This design comes from an exercise in tuning for small area on the open sky130 flow, not from production work. At most, simulation tests tie the RTL to the original design; equivalence was not proved. The flow treats the clock pin as an ideal source, which a real chip does not have. No activity file was given, so power comes from the tool's default toggle rates.

==> build 89: inputs <==
Design top_FFE, start of the top module:
module top_FFE(
	input  wire               clk,
	input  wire               rst,
	input  wire               load,
	input  wire signed [11:0] DATA_IN,
	output wire               valid_out,
	output reg  signed [11:0] DATA_OUT
);
	reg t1, t2;
	always @(posedge clk or negedge rst) begin
		if (!rst) begin
			t1 <= 1'b0;
			t2 <= 1'b0;
		end else begin
			t1 <= load;
			t2 <= t1;
		end
	end
	reg  a, b, c;
	wire open_s = ~c & (~b | a);           
	wire accept = open_s & t2;
	always @(posedge clk or negedge rst) begin
		if (!rst) begin
			a <= 1'b0;
			b <= 1'b0;
			c <= 1'b0;
		end else begin
			a <= b;
			b <= c;
			c <= (c & ~(a & b)) | accept;
		end
	end
	assign valid_out = a & ~b;
	wire s1 = ~b & c;
	wire s2 = ~a & b & c;
	wire s3 = a & b & c;
	wire s4 = a & b & ~c;
	reg  [1:0] cnt;
	always @(posedge clk or negedge rst) begin
		if (!rst) begin
			cnt <= 2'b00;
		end else if (s4) begin
			cnt[1] <= cnt[1] | cnt[0];
			cnt[0] <= ~cnt[1];
		end
	end
	wire m1 = cnt[1] | cnt[0];    
	wire m2 = cnt[1];             
	wire m3 = cnt[1] & ~cnt[0];   
	reg [11:0] x0, x1;
	reg [8:0]  x2h;
	reg        c2, z2;
	reg [7:0]  x3h;
	reg        z3;
	wire       k2 = x1[2] & x1[0];
	wire       k3 = (x1[3] & x1[1]) | ((x1[3] | x1[1]) & k2);
	wire       c1 = (x1[4] & x1[2]) | ((x1[4] | x1[2]) & k3);
	always @(posedge clk) begin
		if (accept) begin
			x0  <= DATA_IN;
			x1  <= x0;
			x2h <= x1[11:3];
			c2  <= c1;
			z2  <= ~|x1[3:0];
		end
		x3h <= x2h[8:1];
		z3  <= z2;
	end
	wire [11:0] tA = {x0[11], x0[11:1]};
	wire [11:0] tB = ~{{2{x1[11]}}, x1[11:2]};
	wire        cB = ~|x1[1:0];
	wire [11:0] tC = {{3{x2h[8]}}, x2h};
	wire [11:0] tD = {{5{x2h[8]}}, x2h[8:2]};
	wire [11:0] tE = ~{{4{x3h[7]}}, x3h};
	wire        eA = s1;
	wire        eB = s2 & m1;
	wire        eD = s3 & m2;
	wire        eC = s4 & m2;
	wire [11:0] op1 = s1 ? (tE & {12{m3}}) : DATA_OUT;
	wire [11:0] op2 = ({12{eA}} & tA) | ({12{eB}} & tB) | ({12{eD}} & tD) | ({12{eC}} & tC);
	wire        cin = (eB & cB) | (eC & c2) | (s1 & m3 & z3);
	wire [12:0] cy;
	wire [11:0] sum;
  ...
==> module top_FFE, before the edit <==
module top_FFE(
	input  wire               clk,
	input  wire               rst,
	input  wire               load,
	input  wire signed [11:0] DATA_IN,
	output wire               valid_out,
	output reg  signed [11:0] DATA_OUT
);
	reg t1, t2;
	always @(posedge clk or negedge rst) begin
		if (!rst) begin
			t1 <= 1'b0;
			t2 <= 1'b0;
		end else begin
			t1 <= load;
			t2 <= t1;
		end
	end
	reg  a, b, c;
	wire open_s = ~c & (~b | a);           
	wire accept = open_s & t2;
	always @(posedge clk or negedge rst) begin
		if (!rst) begin
			a <= 1'b0;
			b <= 1'b0;
			c <= 1'b0;
		end else begin
			a <= b;
			b <= c;
			c <= (c & ~(a & b)) | accept;
		end
	end
	assign valid_out = a & ~b;
	wire s1 = ~b & c;
	wire s2 = ~a & b & c;
	wire s3 = a & b & c;
	wire s4 = a & b & ~c;
	reg  [1:0] cnt;
	always @(posedge clk or negedge rst) begin
		if (!rst) begin
			cnt <= 2'b00;
		end else if (s4) begin
			cnt[1] <= cnt[1] | cnt[0];
			cnt[0] <= ~cnt[1];
		end
	end
	wire m1 = cnt[1] | cnt[0];    
	wire m2 = cnt[1];             
	wire m3 = cnt[1] & ~cnt[0];   
	reg [11:0] x0, x1;
	reg [8:0]  x2h;
	reg        c2, z2;
	reg [7:0]  x3h;
	reg        z3;
	wire       k2 = x1[2] & x1[0];
	wire       k3 = (x1[3] & x1[1]) | ((x1[3] | x1[1]) & k2);
	wire       c1 = (x1[4] & x1[2]) | ((x1[4] | x1[2]) & k3);
	always @(posedge clk) begin
		if (accept) begin
			x0  <= DATA_IN;
			x1  <= x0;
			x2h <= x1[11:3];
			c2  <= c1;
			z2  <= ~|x1[3:0];
		end
		x3h <= x2h[8:1];
		z3  <= z2;
	end
	wire [11:0] tA = {x0[11], x0[11:1]};
	wire [11:0] tB = ~{{2{x1[11]}}, x1[11:2]};
	wire        cB = ~|x1[1:0];
	wire [11:0] tC = {{3{x2h[8]}}, x2h};
	wire [11:0] tD = {{5{x2h[8]}}, x2h[8:2]};
	wire [11:0] tE = ~{{4{x3h[7]}}, x3h};
	wire        eA = s1;
	wire        eB = s2 & m1;
	wire        eD = s3 & m2;
	wire        eC = s4 & m2;
	wire [11:0] op1 = s1 ? (tE & {12{m3}}) : DATA_OUT;
	wire [11:0] op2 = ({12{eA}} & tA) | ({12{eB}} & tB) | ({12{eD}} & tD) | ({12{eC}} & tC);
	wire        cin = (eB & cB) | (eC & c2) | (s1 & m3 & z3);
	wire [12:0] cy;
	wire [11:0] sum;
	assign cy[0] = cin;
	genvar i;
	generate
		for (i = 0; i < 12; i = i + 1) begin : g_add
			assign sum[i]  = op1[i] ^ op2[i] ^ cy[i];
			assign cy[i+1] = (op1[i] & op2[i]) | (op1[i] & cy[i]) | (op2[i] & cy[i]);
		end
	endgenerate
	always @(posedge clk) DATA_OUT <= sum;
endmodule
export LEC_CHECK = 0
export CAP_MARGIN = 20
export CORE_MARGIN = 2
export CORE_UTILIZATION = 75
export PLACE_DENSITY = 0.9
export SLEW_MARGIN = 20
create_clock -name core_clock -period 10.0 [get_ports {clk}]
standard.sh (not shown) runs the stock make flow with config.mk's settings and CLKGATE_MAP_FILE= SYNTH_SCRIPT=/design/flow/synth_recipe.tcl, a recipe that flattens the netlist after the stock synthesis.
==> flow/flow/run.sh <==
#!/bin/bash
# Standard layout (standard.sh), with these changes:
# - synthesis runs Yosys's synth without its quick ABC pass (SYNTH_ARGS
#   -noabc), so full adders are extracted from the plain gates,
# - ABC maps the logic with an area-oriented script (a copy of ORFS's
#   scripts folder with only abc_speed.script replaced by flow/abc.script),
# - port buffers use the smallest buffer cell,
# - the clock tree is built by flow/clktree.tcl before the CTS step: the
#   clock port drives one root buffer (clkbuf_1), which drives three leaf
#   buffers (clkbuf_8), each driving a third of the flip-flops; CTS then has
#   nothing left to build (its only clock net, the port's, has one sink).
set -e
rm -rf scripts_abc
cp -r "$FLOW_HOME/scripts" scripts_abc
cp flow/abc.script scripts_abc/abc_speed.script
export BUFFER_PORTS_ARGS="-buffer_cell sky130_fd_sc_hd__buf_1"
export PRE_CTS_TCL="$PWD/flow/clktree.tcl"
export CLKTREE_N=3
export CLKTREE_LEAF=sky130_fd_sc_hd__clkbuf_8
export CLKTREE_ROOT=sky130_fd_sc_hd__clkbuf_1
export CTS_ARGS="-dont_use_dummy_load -clk_nets clk"
bash standard.sh SCRIPTS_DIR="$PWD/scripts_abc" SYNTH_ARGS=-noabc finish > standard.log 2>&1
==> flow/flow/abc.script <==
&get -n
&st
&dch -f
&nf -a -R 1000
&put
==> flow/flow/clktree.tcl <==
# PRE_CTS hook: a small clock tree built by hand.
# The clock port drives one root clock buffer; the root drives CLKTREE_N
# leaf clock buffers, each driving the flip-flops of one region of the
# core (the sinks split into CLKTREE_N strips of equal count along x, or
# for 4 leaves into 2 x 2 regions). With a single sink left on the clock port's net, the
# CTS step that follows (CTS_ARGS -clk_nets clk) leaves the tree as it is.
proc clktree_centre { insts } {
  set sx 0; set sy 0
  foreach e $insts { incr sx [lindex $e 1]; incr sy [lindex $e 2] }
  set n [llength $insts]
  return [list [expr {$sx / $n}] [expr {$sy / $n}]]
}

proc clktree_split { group index } {
  set s [lsort -integer -index $index $group]
  set h [expr {[llength $s] / 2}]
  return [list [lrange $s 0 [expr {$h - 1}]] [lrange $s $h end]]
}

proc clktree_build { ngroups leaf_master root_master } {
  set block [ord::get_db_block]
  set db [ord::get_db]
  set clknet [$block findNet clk]
  set sinks {}
  foreach iterm [$clknet getITerms] {
    set bb [[$iterm getInst] getBBox]
    lappend sinks [list $iterm [expr {([$bb xMin] + [$bb xMax]) / 2}] \
                     [expr {([$bb yMin] + [$bb yMax]) / 2}]]
  }
  # split into ngroups strips along x; 4 groups are 2 x 2 (x, then y)
  if { $ngroups == 4 } {
    set groups {}
    foreach g [clktree_split $sinks 1] { lappend groups {*}[clktree_split $g 2] }
  } else {
    set s [lsort -integer -index 1 $sinks]
    set n [llength $s]
    set groups {}
    for {set k 0} {$k < $ngroups} {incr k} {
      lappend groups [lrange $s [expr {$k * $n / $ngroups}] [expr {($k + 1) * $n / $ngroups - 1}]]
    }
  }

  set root [odb::dbInst_create $block [$db findMaster $root_master] clkbuf_root]
  set rootnet [odb::dbNet_create $block clk_root]
  $rootnet setSigType CLOCK
  [$root findITerm A] connect $clknet
  [$root findITerm X] connect $rootnet
  set leaves {}
  set k 0
  foreach g $groups {
    set leaf [odb::dbInst_create $block [$db findMaster $leaf_master] "clkbuf_leaf_$k"]
    set net [odb::dbNet_create $block "clk_leaf_$k"]
    $net setSigType CLOCK
    foreach e $g {
      set it [lindex $e 0]
      $it disconnect
      $it connect $net
    }
    [$leaf findITerm A] connect $rootnet
    [$leaf findITerm X] connect $net
    set c [clktree_centre $g]
    $leaf setLocation [lindex $c 0] [lindex $c 1]
    $leaf setPlacementStatus PLACED
    lappend leaves [list $leaf {*}$c]
    puts "clktree: leaf $k ($leaf_master) drives [llength $g] sinks"
    incr k
  }
  set c [clktree_centre $leaves]
  $root setLocation [lindex $c 0] [lindex $c 1]
  $root setPlacementStatus PLACED
  detailed_placement
  set_propagated_clock [all_clocks]
}

clktree_build $::env(CLKTREE_N) $::env(CLKTREE_LEAF) $::env(CLKTREE_ROOT)
==> trial 76: changes against build 89 <==
--- a/flow/design.v
+++ b/flow/design.v
@@ -74,9 +74,10 @@
 	wire [11:0] tE = ~{{4{x3h[7]}}, x3h};
-	wire        eA = s1;
+	wire        eE = s1 & m3;
 	wire        eB = s2 & m1;
-	wire        eD = s3 & m2;
-	wire        eC = s4 & m2;
-	wire [11:0] op1 = s1 ? (tE & {12{m3}}) : DATA_OUT;
-	wire [11:0] op2 = ({12{eA}} & tA) | ({12{eB}} & tB) | ({12{eD}} & tD) | ({12{eC}} & tC);
-	wire        cin = (eB & cB) | (eC & c2) | (s1 & m3 & z3);
+	wire        eC = s3 & m2;
+	wire        eD = s4 & m2;
+	wire [11:0] op1 = s1 ? tA : DATA_OUT;
+	wire [11:0] op2 = ({12{eE}} & tE) | ({12{eB}} & tB) |
+	                  ({12{eC}} & tC) | ({12{eD}} & tD);
+	wire        cin = (eE & z3) | (eB & cB) | (eC & c2);
 	wire [12:0] cy;
==> flow/flow/run.sh (replaced) <==
#!/bin/bash
# Standard layout (standard.sh), with two changes passed to ORFS's scripts:
# port buffers use the smallest buffer cell, and clock tree synthesis
# inserts no dummy loads and uses small clock buffers.
export BUFFER_PORTS_ARGS="-buffer_cell sky130_fd_sc_hd__buf_1"
export CTS_ARGS="-sink_clustering_enable -repair_clock_nets -dont_use_dummy_load -buf_list sky130_fd_sc_hd__clkbuf_4 -sink_clustering_size 30 -sink_clustering_max_diameter 100"
bash standard.sh > standard.log 2>&1
CORE_UTILIZATION = 60   (was 75)
PLACE_DENSITY = 0.8   (was 0.9)
removed: flow/flow/abc.script
removed: flow/flow/clktree.tcl
==> comparison table <==
quantity	trial 76	build 89
Outcome	finished clean	finished clean
Fraction of layout instances using a drive strength above 1	0.0872	0.0282
Cell Pwr Density	362 mW/mm^2	334 mW/mm^2
Post-Syn Area per Cell	15.1 um^2	15.7 um^2
Die boundary height	68.3 um	59.1 um
Instance count of the mapped netlist	164	145
Setup clock skew after layout	0.0169 ns	0.0131 ns
Met2 GRT Util	0.282	0.383
Fillers	299	151
Post-DR wirelength/cell	15.9 um	17.6 um
Pin count of the biggest net entering global routing	36	37
Global-route wire length before repair	6.43 mm	5.75 mm
Max Clk Rate	0.153 GHz	0.155 GHz
Power consumed by combinational cells	0.425 mW	0.313 mW
Library cells used by synthesis	38	22
Final #Nets	223	205
Switch Pwr	0.374 mW	0.303 mW
Final cell count without fillers	245	210
Clk pwr share	0.120	0.112
Fraction of the mapped netlist area in simple logic gates	0.0692	0.0560
Source of the critical timing path	c	b
Highest ir drop seen on vdd	209 uV	223 uV
Function not checked in trial 76: the RTL went through the layout flow alone.

-- separate check: timing with driven ports --
Ports are ideal in the flow. The routed layouts listed here were re-timed in OpenROAD.
Step 1 (the two cells are an assumption about what drives the block):
set clk [get_ports {clk}]
set_driving_cell -lib_cell sky130_fd_sc_hd__clkbuf_16 $clk
set_driving_cell -lib_cell sky130_fd_sc_hd__buf_2 [delete_from_list [all_inputs] $clk]
Step 2, shift: input delay + t, output delay - t, t = (earliest + latest rising clock arrival at the registers) / 2. This alone moves slack from input paths to output paths.
Three values: ideal ports, drivers, drivers and shift; two values: the first two.
run | shift t [ns] | slack for setup (ns) | cell pins on the clock port's net
build 89 | 0.502 | 3.561 / 3.561 / 3.561 | 1
trial 76 | 0.408 | 3.459 / 3.459 / 3.459 | 1
After both steps setup and hold are still met in every run listed.
